What follows belongs to an exercise in optimizing a design on an open flow for small area and a short achievable clock period; a production flow would make more cautious choices.
At most, simulation tests tie the RTL to the original design; equivalence was not proved.

run 1:
==> module top_level, before the edit <==
module top_level(f1,f2,p,in_1,in_2,out,clk,clk2);
input [7:0]in_1, in_2;
input clk;
input clk2;
input [15:0]p;   
input [15:0]f1,f2;  
output [15:0]out;
wire       nz1_d, nz2_d;
wire [2:0] k1_d, k2_d;
wire [6:0] xf1_d, xf2_d;
convert cv1 (.int8(in_1), .nz(nz1_d), .k(k1_d), .xf(xf1_d));
convert cv2 (.int8(in_2), .nz(nz2_d), .k(k2_d), .xf(xf2_d));
reg        nz1, nz2, s1, s2;
reg  [4:0] e1, e2;
reg  [6:0] xf1, xf2;
reg  [9:0] bm1, bm2;
always @(posedge clk) begin
  nz1 <= nz1_d;  nz2 <= nz2_d;
  e1  <= f1[14:10] + {2'b00, k1_d};
  e2  <= f2[14:10] + {2'b00, k2_d};
  xf1 <= xf1_d;  xf2 <= xf2_d;
  s1  <= f1[15]; s2  <= f2[15];
  bm1 <= f1[9:0]; bm2 <= f2[9:0];
end
wire [18:7] P1_d, P2_d;
mult mu1 (.xf(xf1), .bm(bm1), .P(P1_d));
mult mu2 (.xf(xf2), .bm(bm2), .P(P2_d));
reg [18:7] P1, P2;
reg [4:0]  g1, g2;
reg        z1, z2, t1, t2;
always @(posedge clk) begin
  P1 <= P1_d;  P2 <= P2_d;
  g1 <= e1;    g2 <= e2;
  z1 <= nz1;   z2 <= nz2;
  t1 <= s1;    t2 <= s2;
end
wire [15:0] m1, m2;
mult_norm mn1 (.nz(z1), .s(t1), .e0(g1), .P(P1), .C(m1));
mult_norm mn2 (.nz(z2), .s(t2), .e0(g2), .P(P2), .C(m2));
wire        sge;
wire [13:0] sML_d, sMS_d;
wire [4:0]  sLe_d;
wire        sLs_d, sop_d, sbz_d;
compare_adder #(.W(15)) cp1 (.A(m1[14:0]), .B(m2[14:0]), .ge(sge));
shift_adder sa1 (.A(m1), .B(m2), .ge(sge), .ML(sML_d), .MS(sMS_d), .Le(sLe_d), .Ls(sLs_d), .op(sop_d), .bz(sbz_d));
reg [13:0] sML, sMS;
reg [4:0]  sLe;
reg        sLs, sop, sbz;
always @(posedge clk) begin
  sML <= sML_d;
  sMS <= sMS_d;
  sLe <= sLe_d;
  sLs <= sLs_d;
  sop <= sop_d;
  sbz <= sbz_d;
end
wire [14:0] sR;
wire [15:0] S_sum;
main_adder ma1 (.ML(sML), .MS(sMS), .op(sop), .R(sR));
normalize  no1 (.R(sR), .Le(sLe), .Ls(sLs), .bz(sbz), .Z(S_sum));
wire [15:0] Y;
mux mx (.in1(out), .in2(p), .sel(clk2), .out(Y));
wire ge_p, ge_o;
compare_adder #(.W(15)) cpp (.A(S_sum[14:0]), .B(p[14:0]),   .ge(ge_p));
compare_adder #(.W(15)) cpo (.A(S_sum[14:0]), .B(out[14:0]), .ge(ge_o));
reg [15:0] aA, aB;
reg        age;
always @(posedge clk) begin
  aA  <= S_sum;
  aB  <= Y;
  age <= clk2 ? ge_p : ge_o;
end
wire [13:0] oML, oMS;
wire [4:0]  oLe_d, oE1_d;
wire        oLs_d, oop, obz_d;
wire [14:0] oR_d, oR2_d;
shift_adder sa2 (.A(aA), .B(aB), .ge(age), .ML(oML), .MS(oMS), .Le(oLe_d), .Ls(oLs_d), .op(oop), .bz(obz_d));
main_adder  ma2 (.ML(oML), .MS(oMS), .op(oop), .R(oR_d));
norm_hi     nh2 (.R(oR_d), .Le(oLe_d), .R2(oR2_d), .E1(oE1_d));
reg [14:0] oR2;
reg [4:0]  oE1;
reg        oLs, obz;
always @(posedge clk) begin
  oR2 <= oR2_d;
  oE1 <= oE1_d;
  oLs <= oLs_d;
  obz <= obz_d;
end
norm_lo nl2 (.R2(oR2), .E1(oE1), .Ls(oLs), .bz(obz), .Z(out));
endmodule
==> module mult_norm, before the edit <==
module mult_norm(nz, s, e0, P, C);
input         nz;
input         s;
input  [4:0]  e0;
input  [18:7] P;
output [15:0] C;
wire       n  = P[18];
wire [4:0] e1;
adder #(.W(5)) u_e1 (.A(e0), .B(5'd0), .ci(1'b1), .S(e1));
wire [9:0] m  = n ? P[17:8] : P[16:7];
wire [4:0] E  = n ? e1 : e0;
assign C = nz ? {s, E, m} : 16'h0000;
endmodule
==> flow/config.mk <==
export PLATFORM = sky130hd
export DESIGN_NAME = top_level
export DESIGN_NICKNAME = top_level
export VERILOG_FILES = /design/flow/design.v
export SDC_FILE = /design/flow/constraint.sdc
export NUM_CORES = 4
export LEC_CHECK = 0
export ABC_AREA = 1
export CAP_MARGIN = 20
export CORE_MARGIN = 2
export CORE_UTILIZATION = 65
export PLACE_DENSITY = 0.75
export SLEW_MARGIN = 20
==> flow/constraint.sdc <==
create_clock -name core_clock -period 13.5 [get_ports {clk}]
set_input_delay 2.7000 -clock core_clock [delete_from_list [all_inputs] [get_ports {clk}]]
set_output_delay 2.7000 -clock core_clock [all_outputs]
set_load 0.01 [all_outputs]
standard.sh (not shown) runs the stock make flow with config.mk's settings and CLKGATE_MAP_FILE= SYNTH_SCRIPT=/design/flow/synth_recipe.tcl, a recipe that flattens the netlist after the stock synthesis.
==> flow/flow/run.sh <==
#!/bin/bash
set -euo pipefail
bash standard.sh synth > synth.log 2>&1
bash standard.sh SETUP_SLACK_MARGIN=9 TNS_END_PERCENT=0 "BUFFER_PORTS_ARGS=-buffer_cell sky130_fd_sc_hd__buf_2" finish > layout.log 2>&1
Relative to run 1, the following input files were edited for run 2:
==> flow/design.v, changed modules only <==
module top_level(f1,f2,p,in_1,in_2,out,clk,clk2);
input [7:0]in_1, in_2;
input clk;
input clk2;
input [15:0]p;   
input [15:0]f1,f2;  
output [15:0]out;
wire       nz1_d, nz2_d;
wire [2:0] k1_d, k2_d;
wire [6:0] xf1_d, xf2_d;
convert cv1 (.int8(in_1), .nz(nz1_d), .k(k1_d), .xf(xf1_d));
convert cv2 (.int8(in_2), .nz(nz2_d), .k(k2_d), .xf(xf2_d));
reg        nz1, nz2, s1, s2;
reg  [4:0] e1, e2;
reg  [6:0] xf1, xf2;
reg  [9:0] bm1, bm2;
always @(posedge clk) begin
  nz1 <= nz1_d;  nz2 <= nz2_d;
  e1  <= f1[14:10] + {2'b00, k1_d};
  e2  <= f2[14:10] + {2'b00, k2_d};
  xf1 <= xf1_d;  xf2 <= xf2_d;
  s1  <= f1[15] & nz1_d;
  s2  <= f2[15] & nz2_d;
  bm1 <= f1[9:0] & {10{nz1_d}};
  bm2 <= f2[9:0] & {10{nz2_d}};
end
wire [18:7] P1_d, P2_d;
mult mu1 (.xf(xf1), .bm(bm1), .P(P1_d));
mult mu2 (.xf(xf2), .bm(bm2), .P(P2_d));
reg [18:7] P1, P2;
reg [4:0]  g1, g2;
reg        t1, t2;
always @(posedge clk) begin
  P1 <= P1_d;  P2 <= P2_d;
  g1 <= e1 & {5{nz1}};
  g2 <= e2 & {5{nz2}};
  t1 <= s1;    t2 <= s2;
end
wire [15:0] m1, m2;
mult_norm mn1 (.s(t1), .e0(g1), .P(P1), .C(m1));
mult_norm mn2 (.s(t2), .e0(g2), .P(P2), .C(m2));
wire        sge;
wire [13:0] sML_d, sMS_d;
wire [4:0]  sLe_d;
wire        sLs_d, sop_d, sbz_d;
compare_adder #(.W(15)) cp1 (.A(m1[14:0]), .B(m2[14:0]), .ge(sge));
shift_adder sa1 (.A(m1), .B(m2), .ge(sge), .ML(sML_d), .MS(sMS_d), .Le(sLe_d), .Ls(sLs_d), .op(sop_d), .bz(sbz_d));
reg [13:0] sML, sMS;
reg [4:0]  sLe;
reg        sLs, sop, sbz;
always @(posedge clk) begin
  sML <= sML_d;
  sMS <= sMS_d;
  sLe <= sLe_d;
  sLs <= sLs_d;
  sop <= sop_d;
  sbz <= sbz_d;
end
wire [14:0] sR;
wire [15:0] S_sum;
main_adder ma1 (.ML(sML), .MS(sMS), .op(sop), .R(sR));
normalize  no1 (.R(sR), .Le(sLe), .Ls(sLs), .bz(sbz), .Z(S_sum));
wire [15:0] Y;
mux mx (.in1(out), .in2(p), .sel(clk2), .out(Y));
wire ge_p, ge_o;
compare_adder #(.W(15)) cpp (.A(S_sum[14:0]), .B(p[14:0]),   .ge(ge_p));
compare_adder #(.W(15)) cpo (.A(S_sum[14:0]), .B(out[14:0]), .ge(ge_o));
reg [15:0] aA, aB;
reg        age;
always @(posedge clk) begin
  aA  <= S_sum;
  aB  <= Y;
  age <= clk2 ? ge_p : ge_o;
end
wire [13:0] oML, oMS;
wire [4:0]  oLe_d, oE1_d;
wire        oLs_d, oop, obz_d;
wire [14:0] oR_d, oR2_d;
shift_adder sa2 (.A(aA), .B(aB), .ge(age), .ML(oML), .MS(oMS), .Le(oLe_d), .Ls(oLs_d), .op(oop), .bz(obz_d));
main_adder  ma2 (.ML(oML), .MS(oMS), .op(oop), .R(oR_d));
norm_hi     nh2 (.R(oR_d), .Le(oLe_d), .R2(oR2_d), .E1(oE1_d));
reg [14:0] oR2;
reg [4:0]  oE1;
reg        oLs, obz;
always @(posedge clk) begin
  oR2 <= oR2_d;
  oE1 <= oE1_d;
  oLs <= oLs_d;
  obz <= obz_d;
end
norm_lo nl2 (.R2(oR2), .E1(oE1), .Ls(oLs), .bz(obz), .Z(out));
endmodule
module mult_norm(s, e0, P, C);
input         s;
input  [4:0]  e0;
input  [18:7] P;
output [15:0] C;
wire       n  = P[18];
wire [4:0] e1;
adder #(.W(5)) u_e1 (.A(e0), .B(5'd0), .ci(1'b1), .S(e1));
wire [9:0] m  = n ? P[17:8] : P[16:7];
wire [4:0] E  = n ? e1 : e0;
assign C = {s, E, m};
endmodule
[summary]
- Looking at global-route usage, run 2 sits 1.3 points above run 1.
- Of the two values seen for cell at the slowest stage of the critical path, sky130_fd_sc_hd__dfxtp_1 was produced by run 2 and sky130_fd_sc_hd__fa_1 by run 1.
- Between run 1 and run 2, the hold slack does not differ in any meaningful way.
- The fraction of area in multi-input gates in run 2 sits 1.6 points below the value recorded for run 1.
- Compared with run 1, run 2 shows routed length on met2 that has gone up by more than 10%.
- Compared with run 1, in run 2 cell area +about 5%, routed wire length went up, synthesis-to-finish area growth has increased.
No functional check of the RTL was part of run 2.

---

main:
top_level, a different RTL version from the one above (not shown whole).
Size: ~82 I/O pins, ~17000 µm² of cells after synthesis.
==> module acc_pre, before the edit <==
module acc_pre(T, p, o, sel, Y, ge, sha, shb);
input  [15:0] T, p, o;
input         sel;
output [15:0] Y;
output        ge;
output [4:0]  sha, shb;
assign Y = sel ? p : o;
compare_adder #(.W(15)) u_c (.A(T[14:0]), .B(Y[14:0]), .ge(ge));
wire [4:0] dtp, dpt, dto, dot;
adder #(.W(5)) u_tp (.A(T[14:10]), .B(~p[14:10]), .ci(1'b1), .S(dtp));
adder #(.W(5)) u_pt (.A(p[14:10]), .B(~T[14:10]), .ci(1'b1), .S(dpt));
adder #(.W(5)) u_to (.A(T[14:10]), .B(~o[14:10]), .ci(1'b1), .S(dto));
adder #(.W(5)) u_ot (.A(o[14:10]), .B(~T[14:10]), .ci(1'b1), .S(dot));
assign sha = sel ? dtp : dto;
assign shb = sel ? dpt : dot;
endmodule
clock: 13.5 ns
lec_check: 0
abc_area: 1
cap_margin: 20
core_margin: 2
core_utilization: 65
place_density: 0.75
slew_margin: 20
Scripts as last shown in full above: flow/flow/run.sh
Inputs modified between main and the feature branch:
-- flow/design.v --
<<< main, line 228
output        ge;
output [4:0]  sha, shb;
assign Y = sel ? p : o;
compare_adder #(.W(15)) u_c (.A(T[14:0]), .B(Y[14:0]), .ge(ge));
wire [4:0] dtp, dpt, dto, dot;
adder #(.W(5)) u_tp (.A(T[14:10]), .B(~p[14:10]), .ci(1'b1), .S(dtp));
>>> the feature branch, line 228
output        ge;
output [4:0]  sha, shb;
wire ge_p, ge_o;
compare_adder #(.W(15)) u_cp (.A(T[14:0]), .B(p[14:0]), .ge(ge_p));
compare_adder #(.W(15)) u_co (.A(T[14:0]), .B(o[14:0]), .ge(ge_o));
wire [4:0] dtp, dpt, dto, dot;
adder #(.W(5)) u_tp (.A(T[14:10]), .B(~p[14:10]), .ci(1'b1), .S(dtp));
<<< main, line 235
adder #(.W(5)) u_to (.A(T[14:10]), .B(~o[14:10]), .ci(1'b1), .S(dto));
adder #(.W(5)) u_ot (.A(o[14:10]), .B(~T[14:10]), .ci(1'b1), .S(dot));
assign sha = sel ? dtp : dto;
assign shb = sel ? dpt : dot;
>>> the feature branch, line 236
adder #(.W(5)) u_to (.A(T[14:10]), .B(~o[14:10]), .ci(1'b1), .S(dto));
adder #(.W(5)) u_ot (.A(o[14:10]), .B(~T[14:10]), .ci(1'b1), .S(dot));
assign Y   = sel ? p : o;
assign ge  = sel ? ge_p : ge_o;
assign sha = sel ? dtp : dto;
assign shb = sel ? dpt : dot;
Results
Cell count after synthesis of the feature branch exceeds that of main slightly. Diff main -> the feature branch | full die area | increase of 150 µm². Number of cells upsized or downsized after cts (main / the feature branch): 0.875. On portion of the layout cell area used by non-clock buffers, main tracks the feature branch almost exactly. Taking main as the reference, in the feature branch post-DP HPWL now larger, clock tree buffer count of the final layout now larger, via count now larger. Number of placed cells counting well taps for the feature branch is higher than for main. The higher fill cell instance count of the final layout of the feature branch and main is in main. Hold slack across the feature branch and main: no real change. Compared with main, in the feature branch headroom to the max-slew limit decreased by 11 points relative to the old numbers, number of nets in the layout increased by about 2.4% relative to the old numbers, total setup buffers inserted after CTS lost 4. Relative to main, total wirelength of the detailed-routed design has gone up in the feature branch.
No functional check of the RTL was part of main.

[re-timing with driven ports]
How much do the figures lean on ideal ports? The routed layouts below were timed once more, with nothing changed but the port constraints.
Step 1: set_driving_cell puts a clkbuf_16 on clk and a buf_2 on each other input, an assumption about the parent block.
Step 2 adds t to the input delays and takes it off the output delays; t is the mean of the earliest and latest rising clock arrival at the registers after step 1. Input paths then give back, and output paths get back, about the clock's delay inside the block.
a / b / c = no drivers / after step 1 / after step 2; a / b = the first two.
run | shift t [ns] | setup slack, ns | worst slew at a driven data input, ns
run 1 | 0.493 | 8.494 / 8.494 / 8.494 | 0.04
run 2 | 0.479 | 8.596 / 8.544 / 8.707 | 0.04
main | 0.491 | 8.881 / 8.826 / 8.599 | 0.09
the feature branch | 0.492 | 8.976 / 8.922 / 8.743 | 0.04
After both steps every run listed still meets setup and hold. The setup slack of main, which loses most, moves by -0.055 ns with the drivers and by -0.282 ns with both steps.
